Context: an optimization exercise on an open-source flow, tuned for small area, a short achievable clock period and few clock cycles. The choices shown serve that exercise and are no tape-out recipe. RTL that was checked went through simulation tests only; none was proved equivalent to the original. Power and IR drop assume default switching activity.

== v6 ==
==> flow/design.v (excerpt) <==
module neural(input  logic clk, reset, run_inference,
              output logic ready,
              output logic [9:0] RAM_address,
              output logic [7:0] RAM_wd,
              output logic RAM_we,
              input  logic [7:0] RAM_rd);
  localparam logic [2:0] K_NONE = 3'd0, K_TWO = 3'd1, K_NS = 3'd2, K_SH = 3'd3,
                         K_IN = 3'd4, K_MAC = 3'd5;
  localparam logic [2:0] S_IDLE = 3'd0, S_INP = 3'd1, S_NODE = 3'd2,
                         S_SWITCH = 3'd3, S_DONE = 3'd4, S_WE = 3'd5;
  logic [2:0]  st;
  logic [1:0]  hc;             
  logic [2:0]  dk, pk, rk, mk;
  logic        vmac;
  logic [3:0]  A;              
  logic [4:0]  B;              
  logic [4:0]  Bn;             
  logic [2:0]  Lr;             
  logic [2:0]  s;              
  logic [9:0]  colbase;        
  logic [9:0]  nxtP;           
  logic        rb;             
  logic [4:0]  nj;             
  logic        ph;             
  logic [3:0]  pos;            
  logic        rowd;           
  logic        shpend;         
  logic        nspend;         
  logic        nsdone;         
  logic [3:0]  wc0, wc1;       
  logic [4:0]  dr;             
  logic        dbias, dfin, dlast, drb, doutl, dendl;
  logic [3:0]  pr, rr;
  logic        pbias, pfin, plast, prb, poutl, pendl;
  logic        rbias, rfin, rlast, rrb, routl, rendl;
  logic        mbias, mlast, mrb, moutl, mendl;
  ...
Size in the first run: roughly 2000 cells after synthesis, about 430 flip-flops, roughly 31 I/O pins.
==> flow/config.mk <==
export PLATFORM = sky130hd
export DESIGN_NAME = neural
export DESIGN_NICKNAME = neural
export VERILOG_FILES = /design/flow/design.v
export SDC_FILE = /design/flow/constraint.sdc
export NUM_CORES = 4
export LEC_CHECK = 0
export CAP_MARGIN = 20
export CORE_MARGIN = 2
export CORE_UTILIZATION = 40
export CTS_BUF_LIST = sky130_fd_sc_hd__clkbuf_16
export CTS_CLUSTER_DIAMETER = 100
export CTS_CLUSTER_SIZE = 30
export SLEW_MARGIN = 20
==> flow/constraint.sdc <==
create_clock -name core_clock -period 20.0 [get_ports {clk}]
set_input_delay 4.0000 -clock core_clock [delete_from_list [all_inputs] [get_ports {clk}]]
set_output_delay 4.0000 -clock core_clock [all_outputs]
set_load 0.01 [all_outputs]
standard.sh (not shown) runs the stock make flow with config.mk's settings and CLKGATE_MAP_FILE= SYNTH_SCRIPT=/design/flow/synth_recipe.tcl, a recipe that flattens the netlist after the stock synthesis.
==> flow/flow/run.sh <==
#!/bin/bash
# The standard layout, with faster port buffers than buffer_ports picks by default.
set -euo pipefail
export BUFFER_PORTS_ARGS="-buffer_cell sky130_fd_sc_hd__buf_4"
bash standard.sh > make_finish.log 2>&1
Testbench counts of v6, summed over its fixed seeds: cycles 32,766.
Changes in v7 relative to v6:
diff --git a/flow/design.v b/flow/design.v
--- a/flow/design.v
+++ b/flow/design.v
@@ -31,30 +31,26 @@
   logic [4:0]  dr;             
   logic        dbias, dfin, dlast, drb, doutl, dendl;
   logic [3:0]  pr, rr;
   logic        pbias, pfin, plast, prb, poutl, pendl;
   logic        rbias, rfin, rlast, rrb, routl, rendl;
   logic        mbias, mlast, mrb, moutl, mendl;
+  logic        cbias, clast, crb, coutl, cendl;
+  logic [2:0]  ck;
   logic        vlast, vrb, voutl, vendl;
   logic [7:0]  X [0:14];
   logic [6:0]  Y [0:14];
-  logic signed [7:0]  wq;
-  logic signed [7:0]  xr;          
-  logic [3:0]  bone, btwo, bneg;   
+  logic signed [7:0]  wq, xq;
   logic signed [18:0] acc;
-  logic signed [9:0] bpp [0:3];
-  logic [18:0] bnegs;
-  always_comb begin
-    bnegs = '0;
-    for (int i = 0; i < 4; i++) begin
-      logic signed [9:0] mag;
-      mag = bone[i] ? 10'(wq) : btwo[i] ? (10'(wq) <<< 1) : 10'sd0;
-      bpp[i] = bneg[i] ? ~mag : mag;
-      bnegs[2*i] = bneg[i];
-    end
-  end
+  logic [15:0] pp [0:7];
+  logic signed [15:0] pq;
+  always_comb
+    for (int i = 0; i < 8; i++) begin
+      pp[i] = '0;
+      for (int j = 0; j < 8; j++) pp[i][i+j] = (wq[j] & xq[i]) ^ ((i == 7) ^ (j == 7));
+    end
   logic [3:0]  sh;
   logic signed [7:0] mx;
   logic [3:0]  idx;
   logic [3:0]  wcr;
   logic [14:0] nz, known, amask, me, above, cnd, low, rest;
   logic [3:0]  lowk;
@@ -88,14 +84,12 @@
   logic [3:0]  n_pos;
   logic        n_rowd;
   logic        n_dbias, n_dfin, n_dlast, n_drb, n_doutl, n_dendl;
   logic        n_ready, n_we;
   logic [9:0]  n_addr;
   logic [7:0]  n_wd;
-  assign xr = rbias ? 8'sd5 : (rfin || rk != K_MAC) ? 8'sd0 : (rrb ? {1'b0, Y[rr]} : X[rr]);
-  wire [8:0] xr9 = {xr, 1'b0};
   logic [22:0] ae;
   logic [14:0] a1;
   logic [10:0] a2;
   logic [8:0]  a3;
   logic [7:0]  r8;
   logic        ovf;
@@ -205,16 +199,16 @@
       n_st = S_WE;
     end
   end
   always_ff @(posedge clk or posedge reset) begin
     if (reset) begin
       st <= S_IDLE; hc <= 2'd0; dk <= K_NONE; pk <= K_NONE; rk <= K_NONE; mk <= K_NONE;
-      wv <= 1'b0; wend <= 1'b0;
+      ck <= K_NONE; wv <= 1'b0; wend <= 1'b0;
       vmac <= 1'b0; ready <= 1'b0; RAM_we <= 1'b0; RAM_address <= 10'd0;
     end else begin
-      st <= start ? S_INP : n_st; dk <= start ? K_TWO : n_dk; pk <= dk; rk <= pk; mk <= rk; vmac <= (mk == K_MAC);
+      st <= start ? S_INP : n_st; dk <= start ? K_TWO : n_dk; pk <= dk; rk <= pk; mk <= rk; ck <= mk; vmac <= (ck == K_MAC);
       wv <= vdo && voutl; wend <= vdo && voutl && vendl;
       hc <= start ? 2'd1 : (hc == 2'd0) ? 2'd0 : hc + 2'd1;
       ready <= !start && n_ready; RAM_we <= n_we; RAM_address <= start ? 10'd1 : n_addr;
     end
   end
   always_ff @(posedge clk) begin
@@ -234,22 +228,20 @@
       2'd2: A <= RAM_rd[3:0];
       2'd3: B <= RAM_rd[4:0];
       default: ;
     endcase
     if (rk == K_NS) begin nspend <= 1'b0; Bn <= RAM_rd[4:0]; end
     wq <= RAM_rd;
-    for (int i = 0; i < 4; i++) begin
-      bone[i] <= xr9[2*i+1] ^ xr9[2*i];
-      btwo[i] <= (xr9[2*i+2] & ~xr9[2*i+1] & ~xr9[2*i]) | (~xr9[2*i+2] & xr9[2*i+1] & xr9[2*i]);
-      bneg[i] <= xr9[2*i+2];
-    end
+    xq <= rbias ? 8'sd5 : (rk == K_SH || rk == K_NS) ? 8'sd1 : (rfin || rk != K_MAC) ? 8'sd0 :
+          (rrb ? {1'b0, Y[rr]} : X[rr]);
     mbias <= rbias && rk == K_MAC; mlast <= rlast; mrb <= rrb; moutl <= routl; mendl <= rendl;
-    acc <= (mbias ? 19'sd0 : acc) + 19'(bpp[0]) + (19'(bpp[1]) <<< 2) + (19'(bpp[2]) <<< 4)
-           + (19'(bpp[3]) <<< 6) + bnegs;
-    if (mk == K_SH || (mk == K_NS && Lr == 3'd2)) sh <= wq[3:0];
-    vlast <= mlast; vrb <= mrb; voutl <= moutl; vendl <= mendl;
+    pq <= pp[0] + pp[1] + pp[2] + pp[3] + pp[4] + pp[5] + pp[6] + pp[7] + 16'h8100;
+    cbias <= mbias; clast <= mlast; crb <= mrb; coutl <= moutl; cendl <= mendl;
+    acc <= (cbias ? 19'sd0 : acc) + 19'(pq);
+    if (ck == K_SH || (ck == K_NS && Lr == 3'd2)) sh <= pq[3:0];
+    vlast <= clast; vrb <= crb; voutl <= coutl; vendl <= cendl;
     yq <= y8; wj <= vj;
     if (wv) begin mx <= mx_n; idx <= idx_n; end
     if (st == S_IDLE) begin mx <= -8'sd128; idx <= 4'd0; end
   end
   wire inw = (rk == K_IN);
   wire hw  = vdo && !voutl;
Findings:
Compared with v6, in v7 routed wire length on met3 went up about 14%; sequential share of power went up 5.6 points; critical path data required time held; worst hold slack after final layout held. The number of cells after detailed placement reported for v7 is greater than that of v6 by about 3.6%. Taking v6 as the reference point, the post-synthesis average cell area of v7 falls by about 2.3%. v6 ended up with ready as its endpoint of the worst setup timing path; v7 ended up with RAM_address[0]. Pin slew with the least headroom to its limit in v7 vs v6: up 0.078 ns. In v7, total number of placement rows is higher than in v6. Against v6, v7 reports a multi-input gate share of total cell area that is lower. Compared with v6, v7 shows a lower maximum fanout encountered on the critical timing path. Per the comparison of v7 with v6, internal power went down; setup slack went down; area overhead of the layout relative to synthesis went up.
Testbench counts of v7, summed over its fixed seeds: cycles 33,160.

---

The RTL this note starts from:
==> flow/design.v <==
module neural(input  logic clk, reset, run_inference,
              output logic ready,
              output logic [9:0] RAM_address,
              output logic [7:0] RAM_wd,
              output logic RAM_we,
              input  logic [7:0] RAM_rd);
  localparam logic [2:0] K_NONE = 3'd0, K_ZERO = 3'd1, K_NS = 3'd2, K_SH = 3'd3,
                         K_IN = 3'd4, K_MAC = 3'd5;
  localparam logic [2:0] S_IDLE = 3'd0, S_INP = 3'd1, S_NODE = 3'd2,
                         S_SWITCH = 3'd3, S_DONE = 3'd4, S_WE = 3'd5;
  logic [2:0]  st;
  logic [1:0]  hc;             
  logic [2:0]  dk, pk, rk, mk;
  logic        vmac;
  logic [3:0]  icnt;           
  logic [3:0]  A;              
  logic [4:0]  B;              
  logic [4:0]  Bn;             
  logic [2:0]  Lr;             
  logic [2:0]  s;              
  logic [9:0]  colbase;        
  logic [9:0]  nxtP;           
  logic        rb;             
  logic [4:0]  nj;             
  logic        ph;             
  logic [14:0] abv;            
  logic        shpend;         
  logic        nspend;         
  logic        nsdone;         
  logic [3:0]  wc0, wc1;       
  logic [4:0]  dr;             
  logic        dbias, dfin, dlast, drb, doutl, dendl;
  logic [3:0]  pr, rr;
  logic        pbias, pfin, plast, prb, poutl, pendl;
  logic        rbias, rfin, rlast, rrb, routl, rendl;
  logic        mbias, mlast, mrb, moutl, mendl;
  logic        cbias, clast, crb, coutl, cendl;
  logic [2:0]  ck;
  logic        vlast, vrb, voutl, vendl;
  logic [7:0]  X [0:14];
  logic [6:0]  Y [0:14];
  logic signed [7:0]  wq, xq;
  logic signed [18:0] acc;
  logic [15:0] pp [0:7];
  logic signed [15:0] pq;
  always_comb
    for (int i = 0; i < 8; i++) begin
      pp[i] = '0;
      for (int j = 0; j < 8; j++) pp[i][i+j] = (wq[j] & xq[i]) ^ ((i == 7) ^ (j == 7));
    end
  logic [3:0]  sh;
  logic signed [7:0] mx;
  logic [3:0]  idx;
  logic [3:0]  wcr;
  logic [14:0] nz, known, amask, me, cnd, low, rest;
  logic [3:0]  lowk;
  logic        lowknown;
  always_comb begin
    wcr = rb ? wc1 : wc0;
    known = 15'(~(16'hffff << wcr));       
    amask = 15'(~(16'hffff << A));         
    for (int k = 0; k < 15; k++) begin
      nz[k]    = rb ? (Y[k] != 7'd0) : (X[k] != 8'd0);
      me[k]    = amask[k] & (~known[k] | nz[k]);
    end
    cnd  = ph ? (me & abv) : me;
    low  = cnd & (~cnd + 15'd1);
    rest = cnd & ~low;
    lowk = 4'd0;
    for (int k = 0; k < 15; k++) if (low[k]) lowk = lowk | 4'(k);
    lowknown = |(low & known);
  end
  wire hidden  = (s < Lr - 3'd1);
  wire shneed  = shpend && hidden;
  wire lastnode = (nj == B);    
  logic [2:0]  n_st, n_dk;
  logic [3:0]  n_icnt, n_A, n_wc0, n_wc1;
  logic [4:0]  n_B, n_nj, n_dr;
  logic [2:0]  n_s;
  logic [9:0]  n_colbase;
  logic        n_rb, n_ph, n_shpend, n_nspend, n_nsdone;
  logic [14:0] n_abv;
  logic        n_dbias, n_dfin, n_dlast, n_drb, n_doutl, n_dendl;
  logic        n_ready, n_we;
  logic [9:0]  n_addr;
  logic [7:0]  n_wd;
  logic [22:0] ae;
  logic [14:0] a1;
  logic [10:0] a2;
  logic [8:0]  a3;
  logic [7:0]  r8;
  logic        ovf;
  logic [15:0] shm;
  logic signed [7:0] y8;
  logic [6:0]  y7;
  always_comb begin
    ae = {{4{acc[18]}}, acc};
    for (int i = 0; i < 15; i++) a1[i] = sh[3] ? ae[i+8] : ae[i];
    for (int i = 0; i < 11; i++) a2[i] = sh[2] ? a1[i+4] : a1[i];
    for (int i = 0; i < 9; i++)  a3[i] = sh[1] ? a2[i+2] : a2[i];
    for (int i = 0; i < 8; i++)  r8[i] = sh[0] ? a3[i+1] : a3[i];
    shm = 16'hffff << sh;                  
    ovf = |((acc[17:7] ^ {11{acc[18]}}) & shm[10:0]);
    y8 = ovf ? (acc[18] ? 8'sh80 : 8'sh7f) : r8;
    y7 = acc[18] ? 7'd0 : (ovf ? 7'h7f : r8[6:0]);
  end
  wire [3:0] vj = vrb ? wc0 : wc1;
  logic signed [7:0] yq;
  logic [3:0]  wj;
  logic        wv, wend;
  wire ge = (yq >= mx);
  wire signed [7:0] mx_n = ge ? yq : mx;
  wire [3:0] idx_n = ge ? wj : idx;
  wire vdo = vmac && vlast;
  always_comb begin
    n_st = st; n_dk = K_NONE; n_icnt = icnt; n_A = A; n_B = B; n_s = s;
    n_nj = nj; n_dr = {1'b0, lowk}; n_colbase = colbase; n_rb = rb; n_ph = ph;
    n_shpend = shpend; n_nspend = nspend; n_nsdone = nsdone; n_abv = abv;
    n_wc0 = wc0; n_wc1 = wc1;
    n_dbias = 1'b0; n_dfin = 1'b0; n_dlast = 1'b0; n_drb = rb; n_doutl = ~hidden;
    n_dendl = 1'b0;
    n_ready = ready; n_we = 1'b0; n_addr = RAM_address;
    n_wd = {4'd0, (mx == -8'sd128 && yq == -8'sd128) ? 4'd15 : idx_n};
    case (st)
      S_IDLE: begin
        n_icnt = 4'd0; n_wc0 = 4'd0; n_nsdone = 1'b0;
        n_s = 3'd1; n_rb = 1'b0; n_wc1 = 4'd0; n_nj = 5'd0; n_ph = 1'b0; n_shpend = 1'b1;
        if (run_inference) begin
          n_dk = K_ZERO; n_st = S_INP; n_ready = 1'b0; n_addr = 10'd1;
        end
      end
      S_INP: begin
        if (!nsdone && icnt == 4'd1) begin
          n_dk = K_NS; n_nspend = 1'b1; n_nsdone = 1'b1;
        end else if (icnt == 4'd0 || icnt < A) begin
          n_dk = K_IN; n_dr = {1'b0, icnt}; n_icnt = icnt + 4'd1;
          if (nsdone && icnt + 4'd1 == A) n_st = S_NODE;
        end else n_st = S_NODE;
      end
      S_NODE: begin
        if (s == 3'd1 && nj == 5'd0) n_colbase = {7'd0, Lr} + 10'd2;
        if (shneed && nj == 5'd0) begin
          n_dk = K_SH; n_dr = {1'b0, A} + 5'd1; n_shpend = 1'b0;
        end else if (!ph) begin
          n_dk = K_MAC; n_dr = {1'b0, A}; n_dbias = 1'b1; n_dlast = (cnd == 15'd0);
          n_dendl = (nj + 5'd1 == B);
          if (nj != 5'd0) n_colbase = colbase + 10'd1;
          n_nj = nj + 5'd1;
          n_abv = 15'h7fff;
          if (cnd == 15'd0) begin
            if (nj + 5'd1 == B) n_st = hidden ? S_SWITCH : S_DONE;
          end else n_ph = 1'b1;
        end else if (cnd == 15'd0) begin
          n_dk = K_MAC; n_dfin = 1'b1; n_dlast = 1'b1; n_dendl = lastnode; n_ph = 1'b0;
          if (lastnode) n_st = hidden ? S_SWITCH : S_DONE;
        end else if (lowknown) begin
          n_dk = K_MAC; n_dr = {1'b0, lowk}; n_dlast = (rest == 15'd0);
          n_dendl = lastnode && (rest == 15'd0);
          n_abv = rest;
          if (rest == 15'd0) begin
            n_ph = 1'b0;
            if (lastnode) n_st = hidden ? S_SWITCH : S_DONE;
          end
        end
      end
      S_SWITCH: if (!nspend) begin
        n_s = s + 3'd1; n_A = B[3:0]; n_B = Bn; n_rb = ~rb; n_nj = 5'd0; n_ph = 1'b0;
        n_colbase = nxtP;
        if (rb) n_wc1 = 4'd0; else n_wc0 = 4'd0;
        n_st = S_NODE;
        if (s + 3'd2 < Lr) begin    
          n_dk = K_NS; n_nspend = 1'b1; n_shpend = 1'b1;
        end else begin
          n_shpend = 1'b0;
          n_dk = K_MAC; n_dr = {1'b0, B[3:0]}; n_dbias = 1'b1; n_drb = ~rb; n_doutl = 1'b1;
          n_dendl = (Bn == 5'd1);
          n_nj = 5'd1; n_ph = 1'b1; n_abv = 15'h7fff;
        end
      end
      S_WE: begin
        n_ready = 1'b1; n_addr = 10'd2; n_st = S_IDLE;
      end
      default: ;
    endcase
    case (dk)
      K_ZERO: n_addr = 10'd0;
      K_NS:   n_addr = {7'd0, s} + 10'd2;
      K_IN:   n_addr = {8'(dr[3:0] - 4'd3), 2'b11};
      K_MAC, K_SH: n_addr = colbase + 10'(dr * B);
      default: ;
    endcase
    if (rk == K_IN) n_wc0 = n_wc0 + 4'd1;
    if (vdo) begin
      if (vrb) n_wc0 = wc0 + 4'd1; else n_wc1 = wc1 + 4'd1;
    end
    if (wend) begin
      n_we = 1'b1; n_addr = 10'd1023;
      n_st = S_WE;
    end
  end
  always_ff @(posedge clk or posedge reset) begin
    if (reset) begin
      st <= S_IDLE; hc <= 2'd0; dk <= K_NONE; pk <= K_NONE; rk <= K_NONE; mk <= K_NONE;
      ck <= K_NONE; wv <= 1'b0; wend <= 1'b0;
      vmac <= 1'b0; ready <= 1'b1; RAM_we <= 1'b0; RAM_address <= 10'd2;
    end else begin
      st <= n_st; dk <= n_dk; pk <= dk; rk <= pk; mk <= rk; ck <= mk; vmac <= (ck == K_MAC);
      wv <= vdo && voutl; wend <= vdo && voutl && vendl;
      hc <= (st == S_IDLE && run_inference) ? 2'd1 : (hc == 2'd0) ? 2'd0 : hc + 2'd1;
      ready <= n_ready; RAM_we <= n_we; RAM_address <= n_addr;
    end
  end
  always_ff @(posedge clk) begin
    icnt <= n_icnt; A <= n_A; B <= n_B; s <= n_s; nj <= n_nj; dr <= n_dr;
    colbase <= n_colbase; rb <= n_rb; ph <= n_ph; shpend <= n_shpend;
    nspend <= n_nspend; nsdone <= n_nsdone; abv <= n_abv; wc0 <= n_wc0; wc1 <= n_wc1;
    RAM_wd <= n_wd;
    dbias <= n_dbias; dfin <= n_dfin; dlast <= n_dlast; drb <= n_drb; doutl <= n_doutl;
    dendl <= n_dendl;
    pr <= dr[3:0]; pbias <= dbias; pfin <= dfin; plast <= dlast; prb <= drb;
    poutl <= doutl; pendl <= dendl;
    if (dk == K_SH) nxtP <= colbase + 10'(dr * B) + 10'd1;
    rr <= pr; rbias <= pbias; rfin <= pfin; rlast <= plast; rrb <= prb;
    routl <= poutl; rendl <= pendl;
    case (hc)
      2'd1: B <= RAM_rd[4:0];
      2'd2: A <= RAM_rd[3:0];
      2'd3: Lr <= RAM_rd[2:0];
      default: ;
    endcase
    if (rk == K_NS) begin nspend <= 1'b0; Bn <= RAM_rd[4:0]; end
    wq <= RAM_rd;
    xq <= rbias ? 8'sd5 : (rk == K_SH || rk == K_NS) ? 8'sd1 : (rfin || rk != K_MAC) ? 8'sd0 :
          (rrb ? {1'b0, Y[rr]} : X[rr]);
    mbias <= rbias && rk == K_MAC; mlast <= rlast; mrb <= rrb; moutl <= routl; mendl <= rendl;
    pq <= pp[0] + pp[1] + pp[2] + pp[3] + pp[4] + pp[5] + pp[6] + pp[7] + 16'h8100;
    cbias <= mbias; clast <= mlast; crb <= mrb; coutl <= moutl; cendl <= mendl;
    acc <= (cbias ? 19'sd0 : acc) + 19'(pq);
    if (ck == K_SH || (ck == K_NS && Lr == 3'd2)) sh <= pq[3:0];
    vlast <= clast; vrb <= crb; voutl <= coutl; vendl <= cendl;
    yq <= y8; wj <= vj;
    if (wv) begin mx <= mx_n; idx <= idx_n; end
    if (st == S_IDLE) begin mx <= -8'sd128; idx <= 4'd0; end
  end
  wire inw = (rk == K_IN);
  wire hw  = vdo && !voutl;
  wire [7:0] xwd = inw ? RAM_rd : {1'b0, y7};
  always_ff @(posedge clk) begin
    for (int k = 0; k < 15; k++) begin
      if ((inw || (hw && vrb)) && wc0 == 4'(k)) X[k] <= xwd;
      if (hw && !vrb && wc1 == 4'(k)) Y[k] <= y7;
    end
  end
endmodule
==> flow/config.mk <==
export PLATFORM = sky130hd
export DESIGN_NAME = neural
export DESIGN_NICKNAME = neural
export VERILOG_FILES = /design/flow/design.v
export SDC_FILE = /design/flow/constraint.sdc
export NUM_CORES = 4
export LEC_CHECK = 0
export CAP_MARGIN = 20
export CORE_MARGIN = 2
export CORE_UTILIZATION = 40
export SLEW_MARGIN = 20
==> flow/constraint.sdc <==
create_clock -name core_clock -period 20.0 [get_ports {clk}]
set_input_delay 4.0000 -clock core_clock [delete_from_list [all_inputs] [get_ports {clk}]]
set_output_delay 4.0000 -clock core_clock [all_outputs]
set_load 0.01 [all_outputs]
Scripts as last shown in full above: flow/flow/run.sh
The starting point completed with no timing, DRC or antenna violations.
Change:
--- a/flow/design.v
+++ b/flow/design.v
@@ -104,14 +104,11 @@
     y8 = ovf ? (acc[18] ? 8'sh80 : 8'sh7f) : r8;
     y7 = acc[18] ? 7'd0 : (ovf ? 7'h7f : r8[6:0]);
   end
   wire [3:0] vj = vrb ? wc0 : wc1;
-  logic signed [7:0] yq;
-  logic [3:0]  wj;
-  logic        wv, wend;
-  wire ge = (yq >= mx);
-  wire signed [7:0] mx_n = ge ? yq : mx;
-  wire [3:0] idx_n = ge ? wj : idx;
+  wire ge = (y8 >= mx);
+  wire signed [7:0] mx_n = ge ? y8 : mx;
+  wire [3:0] idx_n = ge ? vj : idx;
   wire vdo = vmac && vlast;
   always_comb begin
     n_st = st; n_dk = K_NONE; n_icnt = icnt; n_A = A; n_B = B; n_s = s;
     n_nj = nj; n_dr = {1'b0, lowk}; n_colbase = colbase; n_rb = rb; n_ph = ph;
@@ -119,9 +116,9 @@
     n_wc0 = wc0; n_wc1 = wc1;
     n_dbias = 1'b0; n_dfin = 1'b0; n_dlast = 1'b0; n_drb = rb; n_doutl = ~hidden;
     n_dendl = 1'b0;
     n_ready = ready; n_we = 1'b0; n_addr = RAM_address;
-    n_wd = {4'd0, (mx == -8'sd128 && yq == -8'sd128) ? 4'd15 : idx_n};
+    n_wd = {4'd0, (mx == -8'sd128 && y8 == -8'sd128) ? 4'd15 : idx_n};
     case (st)
       S_IDLE: begin
         n_icnt = 4'd0; n_wc0 = 4'd0; n_nsdone = 1'b0;
         n_s = 3'd1; n_rb = 1'b0; n_wc1 = 4'd0; n_nj = 5'd0; n_ph = 1'b0; n_shpend = 1'b1;
@@ -191,22 +188,21 @@
     endcase
     if (rk == K_IN) n_wc0 = n_wc0 + 4'd1;
     if (vdo) begin
       if (vrb) n_wc0 = wc0 + 4'd1; else n_wc1 = wc1 + 4'd1;
-    end
-    if (wend) begin
-      n_we = 1'b1; n_addr = 10'd1023;
-      n_st = S_WE;
+      if (voutl && vendl) begin
+        n_we = 1'b1; n_addr = 10'd1023;
+        n_st = S_WE;
+      end
     end
   end
   always_ff @(posedge clk or posedge reset) begin
     if (reset) begin
       st <= S_IDLE; hc <= 2'd0; dk <= K_NONE; pk <= K_NONE; rk <= K_NONE; mk <= K_NONE;
-      ck <= K_NONE; wv <= 1'b0; wend <= 1'b0;
+      ck <= K_NONE;
       vmac <= 1'b0; ready <= 1'b1; RAM_we <= 1'b0; RAM_address <= 10'd2;
     end else begin
       st <= n_st; dk <= n_dk; pk <= dk; rk <= pk; mk <= rk; ck <= mk; vmac <= (ck == K_MAC);
-      wv <= vdo && voutl; wend <= vdo && voutl && vendl;
       hc <= (st == S_IDLE && run_inference) ? 2'd1 : (hc == 2'd0) ? 2'd0 : hc + 2'd1;
       ready <= n_ready; RAM_we <= n_we; RAM_address <= n_addr;
     end
   end
@@ -237,10 +233,9 @@
     cbias <= mbias; clast <= mlast; crb <= mrb; coutl <= moutl; cendl <= mendl;
     acc <= (cbias ? 19'sd0 : acc) + 19'(pq);
     if (ck == K_SH || (ck == K_NS && Lr == 3'd2)) sh <= pq[3:0];
     vlast <= clast; vrb <= crb; voutl <= coutl; vendl <= cendl;
-    yq <= y8; wj <= vj;
-    if (wv) begin mx <= mx_n; idx <= idx_n; end
+    if (vdo && voutl) begin mx <= mx_n; idx <= idx_n; end
     if (st == S_IDLE) begin mx <= -8'sd128; idx <= 4'd0; end
   end
   wire inw = (rk == K_IN);
   wire hw  = vdo && !voutl;
Outcome: The new run passed the timing, design-rule and antenna checks. Global-route usage came out higher by 0.18 points. Die area came out lower by about 2.6%. Hold slack improves by 16 ps. Sequential cell count came out lower by 14. Sequential power came out lower by about 5%. Cell area came out lower by 2.3%. First-iteration DRC count came out lower by about 4.5%. Sequential share of layout area stays flat. Critical path depth came out higher by 19. Clock power came out lower by about 3.2%.
Testbench counts after the change, summed over its fixed seeds: cycles 32,920.
For the first run of this note, only the layout was checked, not whether the RTL still works.

==> re-timing with driven ports <==
Ports are ideal in the flow. The routed layouts listed here were re-timed in OpenROAD. Step 1: set_driving_cell puts a clkbuf_16 on clk and a buf_2 on each other input, an assumption about the parent block. Step 2 also shifts input and output timing later by t, the mid clock arrival at the registers, as if the neighbouring blocks saw the same clock. a / b / c = no drivers / after step 1 / after step 2; a / b = the first two.
| run | t (ns) | setup WS [ns] | clock arrival spread, ns |
|---|---|---|---|
| v6 | 0.611 | 14.858 / 14.796 / 14.657 | 0.029 / 0.029 |
| v7 | 0.623 | 14.847 / 14.788 / 14.445 | 0.029 / 0.029 |
| the first run of note 2 | 0.655 | 14.744 / 14.685 / 14.548 | 0.031 / 0.031 |
| the second run of note 2 | 0.651 | 14.528 / 14.528 / 14.528 | 0.038 / 0.038 |
After both steps every run listed still meets setup and hold. The setup slack of v7, which loses most, moves by -0.059 ns with the drivers and by -0.402 ns with both steps.
